What follows belongs to an exercise in optimizing a design on an open flow for small area, a short achievable clock period and few clock cycles per item; a production flow would make more cautious choices.
Function was not checked in any run shown here: the RTL went through the layout flow alone.
Power is estimated from default activity; no workload was simulated.

==> flow/design.v, too long to show whole: its modules and the start of the top module <==
// module FP16_MAC_pipeline: 1061 lines
module FP16_MAC_pipeline(
    input [15:0]data_k,
    input [15:0]data_x,
    input [15:0]data_b,
    input rst,
    input input_valid,
    input clk,
    input [1:0]opcode,
    output reg [15:0]data_o,
    output reg output_up,
    output reg [1:0]opcode_o
    );
  // ...
==> flow/run.sh <==
#!/bin/bash
# synth_recipe.tcl (not shown) runs the flow's synth.tcl, then flattens the netlist and writes it again
# the make line also repeats each setting of config.mk as NAME=value (left out here)
make -C /OpenROAD-flow-scripts/flow DESIGN_CONFIG=/design/flow/config.mk WORK_HOME=/design/flow/orfs CLKGATE_MAP_FILE= SYNTH_SCRIPT=/design/flow/synth_recipe.tcl finish
==> flow/config.mk <==
export PLATFORM = sky130hd
export DESIGN_NAME = FP16_MAC_pipeline
export DESIGN_NICKNAME = FP16_MAC_pipeline
export VERILOG_FILES = /design/flow/design.v
export SDC_FILE = /design/flow/constraint.sdc
export NUM_CORES = 4
export LEC_CHECK = 0
export CAP_MARGIN = 20
export CORE_MARGIN = 2
export CORE_UTILIZATION = 60
export SETUP_SLACK_MARGIN = 3.5
export SLEW_MARGIN = 20
==> flow/constraint.sdc <==
create_clock -name core_clock -period 6.0 [get_ports {clk}]
set_input_delay 1.2000 -clock core_clock [delete_from_list [all_inputs] [get_ports {clk}]]
set_output_delay 1.2000 -clock core_clock [all_outputs]
set_load 0.01 [all_outputs]
==> flow_results.xml, run 1 <==
<?xml version="1.0" encoding="UTF-8"?>
<metrics>
  <group name="critical_path">
    <metric name="crit_path_end" unit="">a_r5[22]</metric>
    <metric name="worst_setup_path_start_kind" unit="">register</metric>
    <metric name="cpMostUsedCell" unit="">buf_12</metric>
    <metric name="timing.critical_path.slowest_cell_delay" unit="ns">0.37</metric>
    <metric name="crit_path_start" unit="">lo_r4[17]</metric>
    <metric name="required" unit="ns">6.44</metric>
    <metric name="worstSetupPathType" unit="">register to register</metric>
    <metric name="critPathArrivalTime" unit="ns">3.31</metric>
  </group>
  <group name="finish">
    <metric name="layout.area.seq" unit="sq mm">0.00815</metric>
    <metric name="flops_and_latches" unit="">401</metric>
    <metric name="final_cell_area" unit="sq mm">0.0227</metric>
    <metric name="final_common_cell" unit="">dfxtp_1</metric>
    <metric name="drive_above_1_share" unit="%">19.6</metric>
    <metric name="n_multi_input_combinational_cell" unit="">1270</metric>
  </group>
  <group name="clock_network">
    <metric name="cts.clk_slew.worst_paths" unit="ns">0.06</metric>
    <metric name="post-cts-setup-buffers" unit="">35</metric>
    <metric name="maximum_level_of_the_cts_h_tree" unit="">2</metric>
  </group>
  <group name="logic_synthesis">
    <metric name="fraction_of_the_mapped_netlist_area_in_simple_logic_gates" unit="%">11.6</metric>
    <metric name="netlist.top_cell.by_area" unit="">dfxtp_1</metric>
    <metric name="ys_top_cells_by_area" unit="">dfxtp_1 43%, ha_1 6.5%, mux2i_1 5.4%</metric>
    <metric name="yosys_warnings" unit="">1</metric>
    <metric name="synth_adder_area_share" unit="%">11.4</metric>
    <metric name="synth_top_family_by_area" unit="">compound AO/OA/AOI/OAI gates</metric>
  </group>
  <group name="detailed_routing">
    <metric name="wire_per_inst" unit="um">18.7</metric>
    <metric name="detail_route.first_pass.iterations" unit="">5</metric>
    <metric name="detail_route.wirelength.met1" unit="um">17700</metric>
  </group>
  <group name="sta">
    <metric name="slew_viol_final" unit="">0</metric>
    <metric name="worst-slew-pin-transition" unit="ns">0.915</metric>
    <metric name="final.period_utilization" unit="%">48.0</metric>
  </group>
  <group name="pwr">
    <metric name="comb_power_share" unit="%">49.3</metric>
    <metric name="net-switching-power" unit="mW">5.54</metric>
    <metric name="leakagePower" unit="nW">9.58</metric>
    <metric name="pg_seq" unit="mW">4.48</metric>
    <metric name="power_combinational" unit="mW">6.84</metric>
    <metric name="cellPowerDensity" unit="mW/mm^2">613</metric>
    <metric name="share_clk_of_total_power" unit="%">18.5</metric>
  </group>
  <group name="placement">
    <metric name="globalplace.congestion" unit="">0.953</metric>
    <metric name="dpl_cell_area" unit="sq mm">0.0196</metric>
    <metric name="dp_hpwl" unit="um">30800</metric>
    <metric name="port_buffers" unit="">71</metric>
  </group>
  <group name="global_route">
    <metric name="grt.met2_usage" unit="%">47.8</metric>
    <metric name="antenna_found_initial" unit="">0</metric>
  </group>
  <group name="status">
    <metric name="status" unit="">no timing/DRC/antenna violations</metric>
  </group>
  <group name="job">
    <metric name="drv_cap" unit="">0</metric>
  </group>
</metrics>
==> inputs of run 2 (changes only) <==
--- a/flow/design.v
+++ b/flow/design.v
@@ -675,122 +675,125 @@
         mb_r3 <= mb_r2;
         op_r3 <= op_r2;
         p_r3 <= p_2;
         sb_r3 <= sb_r2;
         sp_r3 <= sp_r2;
         sub_r3 <= sub_r2;
         v_r3 <= v_r2 & ~rst;
     end
-    wire [21:0] hi_3;
-    wire [31:0] lo_3;
+    wire [32:0] pv_3;
+    wire [21:0] gv_3;
     wire [6:0] eh_3;
     wire zs_3;
     wire sh_3;
     wire p21_align3 = p_r3[21];
     wire ph_align3 = dpos_r3 | (dz_r3 & p21_align3);
     wire [21:0] pp_align3 = {p_r3[21:1], p_r3[0] & ~p21_align3};
     wire big_align3 = ph_align3 ? (bA_r3 | (eA_r3 & p21_align3)) : (bB_r3 | (eB_r3 & ~p21_align3));
-    assign hi_3 = ph_align3 ? pp_align3 : {1'b0, mb_r3, 10'd0};
+    wire [21:0] hi_align3 = ph_align3 ? pp_align3 : {1'b0, mb_r3, 10'd0};
     wire [32:0] lo0_align3 = ph_align3 ? {1'b0, mb_r3, 21'd0} : {pp_align3, 11'd0};
     wire [32:0] lo1_align3 = lo0_align3 >> ad_r3;
     assign zs_3 = ph_align3 & p21_align3;
-    assign lo_3 = (big_align3 ? 32'd0 : {lo1_align3[31:1], lo1_align3[0] & ~zs_3}) ^ {32{sub_r3}};
+    wire [32:0] lx_align3 = {1'b0, (big_align3 ? 32'd0 : {lo1_align3[31:1], lo1_align3[0] & ~zs_3})} ^ {33{sub_r3}};
+    wire [32:0] hx_align3 = {hi_align3, 11'd0};
+    assign pv_3 = hx_align3 ^ lx_align3;
+    assign gv_3 = hi_align3 & lx_align3[32:11];
     assign eh_3 = ph_align3 ? e0_r3 : {2'b00, eb_r3};
     assign sh_3 = ph_align3 ? sp_r3 : sb_r3;
     reg [6:0] eh_r4;
-    reg [21:0] hi_r4;
-    reg [31:0] lo_r4;
+    reg [21:0] gv_r4;
     reg [1:0] op_r4;
+    reg [32:0] pv_r4;
     reg sh_r4;
     reg sub_r4;
     reg v_r4;
     reg zs_r4;
     always @(posedge clk) begin
         eh_r4 <= eh_3;
-        hi_r4 <= hi_3;
-        lo_r4 <= lo_3;
+        gv_r4 <= gv_3;
         op_r4 <= op_r3;
+        pv_r4 <= pv_3;
         sh_r4 <= sh_3;
         sub_r4 <= sub_r3;
         v_r4 <= v_r3 & ~rst;
         zs_r4 <= zs_3;
     end
     wire [33:0] a_4;
     wire sgn_4;
-    wire [33:0] hh_addsub4 = {1'b0, hi_r4, 11'd0};
-    wire [33:0] bb_addsub4 = {sub_r4, sub_r4, lo_r4};
-    wire xaddsub4_p0 = hh_addsub4[0] ^ bb_addsub4[0];
-    wire xaddsub4_g0 = hh_addsub4[0] & bb_addsub4[0];
-    wire xaddsub4_p1 = hh_addsub4[1] ^ bb_addsub4[1];
-    wire xaddsub4_g1 = hh_addsub4[1] & bb_addsub4[1];
-    wire xaddsub4_p2 = hh_addsub4[2] ^ bb_addsub4[2];
-    wire xaddsub4_g2 = hh_addsub4[2] & bb_addsub4[2];
-    wire xaddsub4_p3 = hh_addsub4[3] ^ bb_addsub4[3];
-    wire xaddsub4_g3 = hh_addsub4[3] & bb_addsub4[3];
-    wire xaddsub4_p4 = hh_addsub4[4] ^ bb_addsub4[4];
-    wire xaddsub4_g4 = hh_addsub4[4] & bb_addsub4[4];
-    wire xaddsub4_p5 = hh_addsub4[5] ^ bb_addsub4[5];
-    wire xaddsub4_g5 = hh_addsub4[5] & bb_addsub4[5];
-    wire xaddsub4_p6 = hh_addsub4[6] ^ bb_addsub4[6];
-    wire xaddsub4_g6 = hh_addsub4[6] & bb_addsub4[6];
-    wire xaddsub4_p7 = hh_addsub4[7] ^ bb_addsub4[7];
-    wire xaddsub4_g7 = hh_addsub4[7] & bb_addsub4[7];
-    wire xaddsub4_p8 = hh_addsub4[8] ^ bb_addsub4[8];
-    wire xaddsub4_g8 = hh_addsub4[8] & bb_addsub4[8];
-    wire xaddsub4_p9 = hh_addsub4[9] ^ bb_addsub4[9];
-    wire xaddsub4_g9 = hh_addsub4[9] & bb_addsub4[9];
-    wire xaddsub4_p10 = hh_addsub4[10] ^ bb_addsub4[10];
-    wire xaddsub4_g10 = hh_addsub4[10] & bb_addsub4[10];
-    wire xaddsub4_p11 = hh_addsub4[11] ^ bb_addsub4[11];
-    wire xaddsub4_g11 = hh_addsub4[11] & bb_addsub4[11];
-    wire xaddsub4_p12 = hh_addsub4[12] ^ bb_addsub4[12];
-    wire xaddsub4_g12 = hh_addsub4[12] & bb_addsub4[12];
-    wire xaddsub4_p13 = hh_addsub4[13] ^ bb_addsub4[13];
-    wire xaddsub4_g13 = hh_addsub4[13] & bb_addsub4[13];
-    wire xaddsub4_p14 = hh_addsub4[14] ^ bb_addsub4[14];
-    wire xaddsub4_g14 = hh_addsub4[14] & bb_addsub4[14];
-    wire xaddsub4_p15 = hh_addsub4[15] ^ bb_addsub4[15];
-    wire xaddsub4_g15 = hh_addsub4[15] & bb_addsub4[15];
-    wire xaddsub4_p16 = hh_addsub4[16] ^ bb_addsub4[16];
-    wire xaddsub4_g16 = hh_addsub4[16] & bb_addsub4[16];
-    wire xaddsub4_p17 = hh_addsub4[17] ^ bb_addsub4[17];
-    wire xaddsub4_g17 = hh_addsub4[17] & bb_addsub4[17];
-    wire xaddsub4_p18 = hh_addsub4[18] ^ bb_addsub4[18];
-    wire xaddsub4_g18 = hh_addsub4[18] & bb_addsub4[18];
-    wire xaddsub4_p19 = hh_addsub4[19] ^ bb_addsub4[19];
-    wire xaddsub4_g19 = hh_addsub4[19] & bb_addsub4[19];
-    wire xaddsub4_p20 = hh_addsub4[20] ^ bb_addsub4[20];
-    wire xaddsub4_g20 = hh_addsub4[20] & bb_addsub4[20];
-    wire xaddsub4_p21 = hh_addsub4[21] ^ bb_addsub4[21];
-    wire xaddsub4_g21 = hh_addsub4[21] & bb_addsub4[21];
-    wire xaddsub4_p22 = hh_addsub4[22] ^ bb_addsub4[22];
-    wire xaddsub4_g22 = hh_addsub4[22] & bb_addsub4[22];
-    wire xaddsub4_p23 = hh_addsub4[23] ^ bb_addsub4[23];
-    wire xaddsub4_g23 = hh_addsub4[23] & bb_addsub4[23];
-    wire xaddsub4_p24 = hh_addsub4[24] ^ bb_addsub4[24];
-    wire xaddsub4_g24 = hh_addsub4[24] & bb_addsub4[24];
-    wire xaddsub4_p25 = hh_addsub4[25] ^ bb_addsub4[25];
-    wire xaddsub4_g25 = hh_addsub4[25] & bb_addsub4[25];
-    wire xaddsub4_p26 = hh_addsub4[26] ^ bb_addsub4[26];
-    wire xaddsub4_g26 = hh_addsub4[26] & bb_addsub4[26];
-    wire xaddsub4_p27 = hh_addsub4[27] ^ bb_addsub4[27];
-    wire xaddsub4_g27 = hh_addsub4[27] & bb_addsub4[27];
-    wire xaddsub4_p28 = hh_addsub4[28] ^ bb_addsub4[28];
-    wire xaddsub4_g28 = hh_addsub4[28] & bb_addsub4[28];
-    wire xaddsub4_p29 = hh_addsub4[29] ^ bb_addsub4[29];
-    wire xaddsub4_g29 = hh_addsub4[29] & bb_addsub4[29];
-    wire xaddsub4_p30 = hh_addsub4[30] ^ bb_addsub4[30];
-    wire xaddsub4_g30 = hh_addsub4[30] & bb_addsub4[30];
-    wire xaddsub4_p31 = hh_addsub4[31] ^ bb_addsub4[31];
-    wire xaddsub4_g31 = hh_addsub4[31] & bb_addsub4[31];
-    wire xaddsub4_p32 = hh_addsub4[32] ^ bb_addsub4[32];
-    wire xaddsub4_g32 = hh_addsub4[32] & bb_addsub4[32];
-    wire xaddsub4_p33 = hh_addsub4[33] ^ bb_addsub4[33];
-    wire xaddsub4_g33 = hh_addsub4[33] & bb_addsub4[33];
+    wire [33:0] pp34_addsub4 = {sub_r4, pv_r4};
+    wire [33:0] gg34_addsub4 = {1'b0, gv_r4, 11'd0};
+    wire xaddsub4_p0 = pp34_addsub4[0];
+    wire xaddsub4_g0 = gg34_addsub4[0];
+    wire xaddsub4_p1 = pp34_addsub4[1];
+    wire xaddsub4_g1 = gg34_addsub4[1];
+    wire xaddsub4_p2 = pp34_addsub4[2];
+    wire xaddsub4_g2 = gg34_addsub4[2];
+    wire xaddsub4_p3 = pp34_addsub4[3];
+    wire xaddsub4_g3 = gg34_addsub4[3];
+    wire xaddsub4_p4 = pp34_addsub4[4];
+    wire xaddsub4_g4 = gg34_addsub4[4];
+    wire xaddsub4_p5 = pp34_addsub4[5];
+    wire xaddsub4_g5 = gg34_addsub4[5];
+    wire xaddsub4_p6 = pp34_addsub4[6];
+    wire xaddsub4_g6 = gg34_addsub4[6];
+    wire xaddsub4_p7 = pp34_addsub4[7];
+    wire xaddsub4_g7 = gg34_addsub4[7];
+    wire xaddsub4_p8 = pp34_addsub4[8];
+    wire xaddsub4_g8 = gg34_addsub4[8];
+    wire xaddsub4_p9 = pp34_addsub4[9];
+    wire xaddsub4_g9 = gg34_addsub4[9];
+    wire xaddsub4_p10 = pp34_addsub4[10];
+    wire xaddsub4_g10 = gg34_addsub4[10];
+    wire xaddsub4_p11 = pp34_addsub4[11];
+    wire xaddsub4_g11 = gg34_addsub4[11];
+    wire xaddsub4_p12 = pp34_addsub4[12];
+    wire xaddsub4_g12 = gg34_addsub4[12];
+    wire xaddsub4_p13 = pp34_addsub4[13];
+    wire xaddsub4_g13 = gg34_addsub4[13];
+    wire xaddsub4_p14 = pp34_addsub4[14];
+    wire xaddsub4_g14 = gg34_addsub4[14];
+    wire xaddsub4_p15 = pp34_addsub4[15];
+    wire xaddsub4_g15 = gg34_addsub4[15];
+    wire xaddsub4_p16 = pp34_addsub4[16];
+    wire xaddsub4_g16 = gg34_addsub4[16];
+    wire xaddsub4_p17 = pp34_addsub4[17];
+    wire xaddsub4_g17 = gg34_addsub4[17];
+    wire xaddsub4_p18 = pp34_addsub4[18];
+    wire xaddsub4_g18 = gg34_addsub4[18];
+    wire xaddsub4_p19 = pp34_addsub4[19];
+    wire xaddsub4_g19 = gg34_addsub4[19];
+    wire xaddsub4_p20 = pp34_addsub4[20];
+    wire xaddsub4_g20 = gg34_addsub4[20];
+    wire xaddsub4_p21 = pp34_addsub4[21];
+    wire xaddsub4_g21 = gg34_addsub4[21];
+    wire xaddsub4_p22 = pp34_addsub4[22];
+    wire xaddsub4_g22 = gg34_addsub4[22];
+    wire xaddsub4_p23 = pp34_addsub4[23];
+    wire xaddsub4_g23 = gg34_addsub4[23];
+    wire xaddsub4_p24 = pp34_addsub4[24];
+    wire xaddsub4_g24 = gg34_addsub4[24];
+    wire xaddsub4_p25 = pp34_addsub4[25];
+    wire xaddsub4_g25 = gg34_addsub4[25];
+    wire xaddsub4_p26 = pp34_addsub4[26];
+    wire xaddsub4_g26 = gg34_addsub4[26];
+    wire xaddsub4_p27 = pp34_addsub4[27];
+    wire xaddsub4_g27 = gg34_addsub4[27];
+    wire xaddsub4_p28 = pp34_addsub4[28];
+    wire xaddsub4_g28 = gg34_addsub4[28];
+    wire xaddsub4_p29 = pp34_addsub4[29];
+    wire xaddsub4_g29 = gg34_addsub4[29];
+    wire xaddsub4_p30 = pp34_addsub4[30];
+    wire xaddsub4_g30 = gg34_addsub4[30];
+    wire xaddsub4_p31 = pp34_addsub4[31];
+    wire xaddsub4_g31 = gg34_addsub4[31];
+    wire xaddsub4_p32 = pp34_addsub4[32];
+    wire xaddsub4_g32 = gg34_addsub4[32];
+    wire xaddsub4_p33 = pp34_addsub4[33];
+    wire xaddsub4_g33 = gg34_addsub4[33];
     wire xaddsub4_g1_0 = xaddsub4_g1 | (xaddsub4_p1 & xaddsub4_g0);
     wire xaddsub4_q1_0 = xaddsub4_p1 & xaddsub4_p0;
     wire xaddsub4_g3_0 = xaddsub4_g3 | (xaddsub4_p3 & xaddsub4_g2);
     wire xaddsub4_q3_0 = xaddsub4_p3 & xaddsub4_p2;
     wire xaddsub4_g5_0 = xaddsub4_g5 | (xaddsub4_p5 & xaddsub4_g4);
     wire xaddsub4_q5_0 = xaddsub4_p5 & xaddsub4_p4;
     wire xaddsub4_g7_0 = xaddsub4_g7 | (xaddsub4_p7 & xaddsub4_g6);
     wire xaddsub4_q7_0 = xaddsub4_p7 & xaddsub4_p6;
==> run 2 against run 1 <==
  * Core utilization increased by 1.5 points
  * Maximum frequency rose by 2.8%
  * Sequential power rose by 8.3%
  * Via count rose by 8.4%
  * Synthesized cell count is 3.6% higher
  * Die area is 3.0% higher
  * Global-route usage increased by 2.1 points
  * Clock skew is 0.0011 ns lower
  * Flip-flop and latch count up 1
  * Sequential share of layout area shrank 1.5 points
==> flow_results.xml, run 2 <==
<?xml version="1.0" encoding="UTF-8"?>
<metrics>
  <group name="clock_network">
    <metric name="cts.clk_slew.worst_paths" unit="ns">0.06</metric>
    <metric name="cts_hold_buffers" unit="">0</metric>
    <metric name="max-clock-path-buffers" unit="">3</metric>
    <metric name="clkLatencyLatePin" unit="ns">0.56</metric>
    <metric name="cts_tree" unit="">yes</metric>
    <metric name="maximum_level_of_the_cts_h_tree" unit="">2</metric>
    <metric name="number_of_buffers_added_by_the_clock_tree_synthesis_step" unit="">42</metric>
    <metric name="cts_sinks" unit="">402</metric>
    <metric name="clockRootBuffer" unit="">clkbuf_16</metric>
  </group>
  <group name="sta">
    <metric name="timing.final.crit_period" unit="ns">2.80</metric>
    <metric name="slew_headroom" unit="%">33.5</metric>
    <metric name="grt_setup_unrepaired" unit="">true</metric>
    <metric name="setup_tns" unit="ns">0</metric>
    <metric name="hold_violations" unit="">0</metric>
    <metric name="final.setup_skew" unit="ns">0.0183</metric>
    <metric name="finalHoldWorstSlack" unit="ns">0.321</metric>
    <metric name="clock.fmax" unit="MHz">357</metric>
    <metric name="slew_viol_final" unit="">0</metric>
    <metric name="final.period_utilization" unit="%">46.6</metric>
    <metric name="worst-slew-pin-transition" unit="ns">0.996</metric>
    <metric name="setup_violations" unit="">0</metric>
  </group>
  <group name="detailed_routing">
    <metric name="detail_route.first_pass.iterations" unit="">5</metric>
    <metric name="wire_per_inst" unit="um">19.6</metric>
    <metric name="drt_drc_violations_left" unit="">0</metric>
    <metric name="drt.antenna.violating_nets" unit="">0</metric>
    <metric name="first_iter_violations" unit="">1102</metric>
    <metric name="detail_route.vias_per_cell" unit="">5.94</metric>
    <metric name="route.final.wire_length" unit="um">49500</metric>
    <metric name="routed-via-count" unit="">15000</metric>
  </group>
  <group name="placement">
    <metric name="globalplace.congestion" unit="">0.930</metric>
    <metric name="dp_hpwl" unit="um">33300</metric>
    <metric name="placed_cells" unit="">2309</metric>
    <metric name="port_buffers" unit="">71</metric>
  </group>
  <group name="critical_path">
    <metric name="critPathArrivalTime" unit="ns">3.19</metric>
    <metric name="worst_setup_path_start_kind" unit="">register</metric>
    <metric name="worstSetupPathType" unit="">register to register</metric>
    <metric name="required" unit="ns">6.39</metric>
    <metric name="critPathCaptureType" unit="">register</metric>
    <metric name="critical_path_peak_fanout" unit="">6</metric>
    <metric name="reg2reg_setup_slack" unit="ns">3.20</metric>
  </group>
  <group name="logic_synthesis">
    <metric name="netlist.top_cell.by_area" unit="">dfxtp_1</metric>
    <metric name="proportion_of_netlist_area_held_by_the_largest_area_contributor" unit="%">42.0</metric>
    <metric name="average_cell_area_after_synthesis" unit="sq um">9.85</metric>
    <metric name="asyncSetResetFlopFracSynth" unit="%">0</metric>
    <metric name="most_common_cell_in_the_synthesized_netlist" unit="">dfxtp_1</metric>
    <metric name="syn_nets" unit="">2140</metric>
    <metric name="postSynthCellCount" unit="">1946</metric>
    <metric name="syn-cell-area" unit="sq mm">0.0192</metric>
    <metric name="seq_area_frac_synth" unit="%">42.0</metric>
    <metric name="synth_top_flop_cell" unit="">dfxtp_1</metric>
    <metric name="netlist_top_cells_count" unit="">402 x dfxtp_1, 148 x nand2_1, 116 x xnor2_1</metric>
    <metric name="postSynthRegisterBits" unit="">402</metric>
    <metric name="synth_cell_types" unit="">94</metric>
    <metric name="synth-edff-count" unit="">0</metric>
    <metric name="yosys_warnings" unit="">1</metric>
    <metric name="ys_top_cells_by_area" unit="">dfxtp_1 42%, ha_1 6.5%, xnor2_1 5.3%</metric>
  </group>
  <group name="min_path">
    <metric name="holdCritPathClass" unit="">register to register</metric>
  </group>
  <group name="floorplan">
    <metric name="initial_utilization" unit="%">60.9</metric>
    <metric name="top_level_ports" unit="">72</metric>
    <metric name="dieArea" unit="sq mm">0.0334</metric>
    <metric name="placementRows" unit="">65</metric>
    <metric name="placeableCoreArea" unit="sq mm">0.0315</metric>
    <metric name="floorplan.die.height" unit="um">183</metric>
    <metric name="die_x" unit="um">183</metric>
  </group>
  <group name="pwr">
    <metric name="cellPowerDensity" unit="mW/mm^2">624</metric>
    <metric name="net-switching-power" unit="mW">5.99</metric>
    <metric name="leakagePower" unit="nW">9.84</metric>
    <metric name="cell_internal_pwr" unit="mW">8.91</metric>
    <metric name="switching_share_of_total_power" unit="%">40.2</metric>
    <metric name="comb_power_share" unit="%">49.2</metric>
    <metric name="irDropWorstVdd" unit="uV">319</metric>
    <metric name="share_clk_of_total_power" unit="%">18.3</metric>
    <metric name="seq_power_share" unit="%">32.5</metric>
  </group>
  <group name="global_route">
    <metric name="largest_net_degree_at_the_start_of_global_routing" unit="">42</metric>
    <metric name="globalRouteTotalUtil" unit="%">28.0</metric>
    <metric name="wire_length_of_the_first_global_routing_pass" unit="um">74700</metric>
    <metric name="grt_pass1_vias" unit="">14400</metric>
    <metric name="gr-total-overflow" unit="">0</metric>
    <metric name="antenna_found_initial" unit="">0</metric>
  </group>
  <group name="finish">
    <metric name="antenna_cells_inserted" unit="">0</metric>
    <metric name="layout_common_cells" unit="">336 x dfxtp_1, 147 x nand2_1, 105 x xnor2_1, 103 x inv_1, 101 x buf_4</metric>
    <metric name="stdcell_count" unit="">2520</metric>
    <metric name="syn2layout_area_growth" unit="%">24.6</metric>
    <metric name="nNetsFinal" unit="">2280</metric>
    <metric name="final_core_util" unit="%">75.9</metric>
    <metric name="layout_top_registers" unit="">a_r5 (34), a_r6 (34), pv_r4 (33)</metric>
    <metric name="drive_above_1_share" unit="%">24.8</metric>
    <metric name="final_common_cell" unit="">dfxtp_1</metric>
  </group>
  <group name="status">
    <metric name="status" unit="">no timing/DRC/antenna violations</metric>
  </group>
  <group name="job">
    <metric name="drv_cap" unit="">0</metric>
  </group>
</metrics>
run 2: changes by cell type after synthesis, sizes merged, moves of 7 or more:
cell,delta
nand2,-17
o211ai,+7
o21ai,-21
nor2,+25
o21a,+10
and3,-8
nor3,+17
a21o,-7
and4,+7
mux2i,-34
buf,+19
mux4,+11
run 2: through the flow:
| step | power [mW] | area, sq um | worst slack (ns) |
|---|---|---|---|
| final | 14.9 | 23900 | 3.20 |
| after CTS | 14.0 | 22800 | 3.37 |
| after global routing | 15.8 | 23900 | 3.13 |
| after global placement | 10.2 | 19900 | 2.55 |
| after detailed placement | 10.3 | 19900 | 2.47 |
| after floorplan | 8.76 | 19300 | 3.44 |
run 2: cell type report:
class                      count  area [sq um]
multi-input combinational   1314         11300
sequential                   402          8220
fill                        2071          7590
timing repair buffer         208          1960
clock buffer                  52          1150
tap                          402           503
inverter                     117           462
clock inverter                24           320
timing repair inverter         1          5.00
run 2: timing repair:
item / in CTS / in global routing
pin swaps: 68 / 100
gates resized for setup: 213 / 175
gates cloned: 7 / 0
setup endpoints to repair: 152 / 128
setup buffers: 69 / 59
run 2: kinds of logic after synthesis:
logic type,Yosys count,synth area share [%]
compound gates,418,14.8
mux,99,6.52
flops,402,42.0
simple gates,469,12.3
fa+ha+maj,141,10.9
buf+inv,234,5.12
xor+xnor,183,8.37
run 2: metal layers:
layer  up-vias  part of all wire (%)  global-route usage [%]  wire (um)
met2       579                    50                    50.1      24600
met5         -                     0                       0          0
met4         0                   5.4                    13.4       2690
li1       7091                     -                       -          -
met3       158                   4.8                    3.81       2370
met1      7137                    40                    33.2      19800
run 2: power by group through the flow:
stage | Clock, mW | Combinational [mW] | Sequential [mW]
2_1_floorplan | 0 | 4.61 | 4.15
3_3_place_gp | 0 | 5.42 | 4.73
3_5_place_dp | 0 | 5.53 | 4.76
4_1_cts | 2.76 | 6.48 | 4.76
5_1_grt | 2.89 | 7.97 | 4.92
6_report | 2.73 | 7.33 | 4.85
run 2: path summary, 6_finish.rpt:
path             start       end  depth (start not counted)
max reg2reg  pv_r4[22]  a_r5[27]                         10
min             sub_r2    sub_r3                          0
min reg2reg     sub_r2    sub_r3                          0
max          pv_r4[22]  a_r5[27]                         10
run 2: worst max-delay path, stage by stage, from the launching register on:
cell and delay [ns]:
dfxtp_4 0.35, buf_4 0.13, a21oi_1 0.15, o21ai_1 0.18, a221oi_4 0.39, a31o_4 0.24
a21o_4 0.21, buf_12 0.13, nand2_4 0.08, buf_4 0.17, a2111oi_1 0.58

port drivers added, routing unchanged:
How much do the figures lean on ideal ports? The routed layouts below were timed once more, with nothing changed but the port constraints.
Step 1, drivers: a clkbuf_16 drives clk and a buf_2 each remaining input, both assumed.
Step 2 also shifts input and output timing later by t, the mid clock arrival at the registers, as if the neighbouring blocks saw the same clock.
Slacks: ideal / step 1 / step 2; pairs: ideal / step 1.
run | shift t [ns] | setup slack, ns | worst setup path at the end
run 1 | 0.575 | 3.122 / 3.122 / 3.122 | register to register
run 2 | 0.599 | 3.201 / 3.201 / 3.132 | input to register
After both steps every run listed still meets setup and hold. For run 2, which loses most, drivers alone change the setup slack by 0.000 ns; drivers and shift together by -0.069 ns.
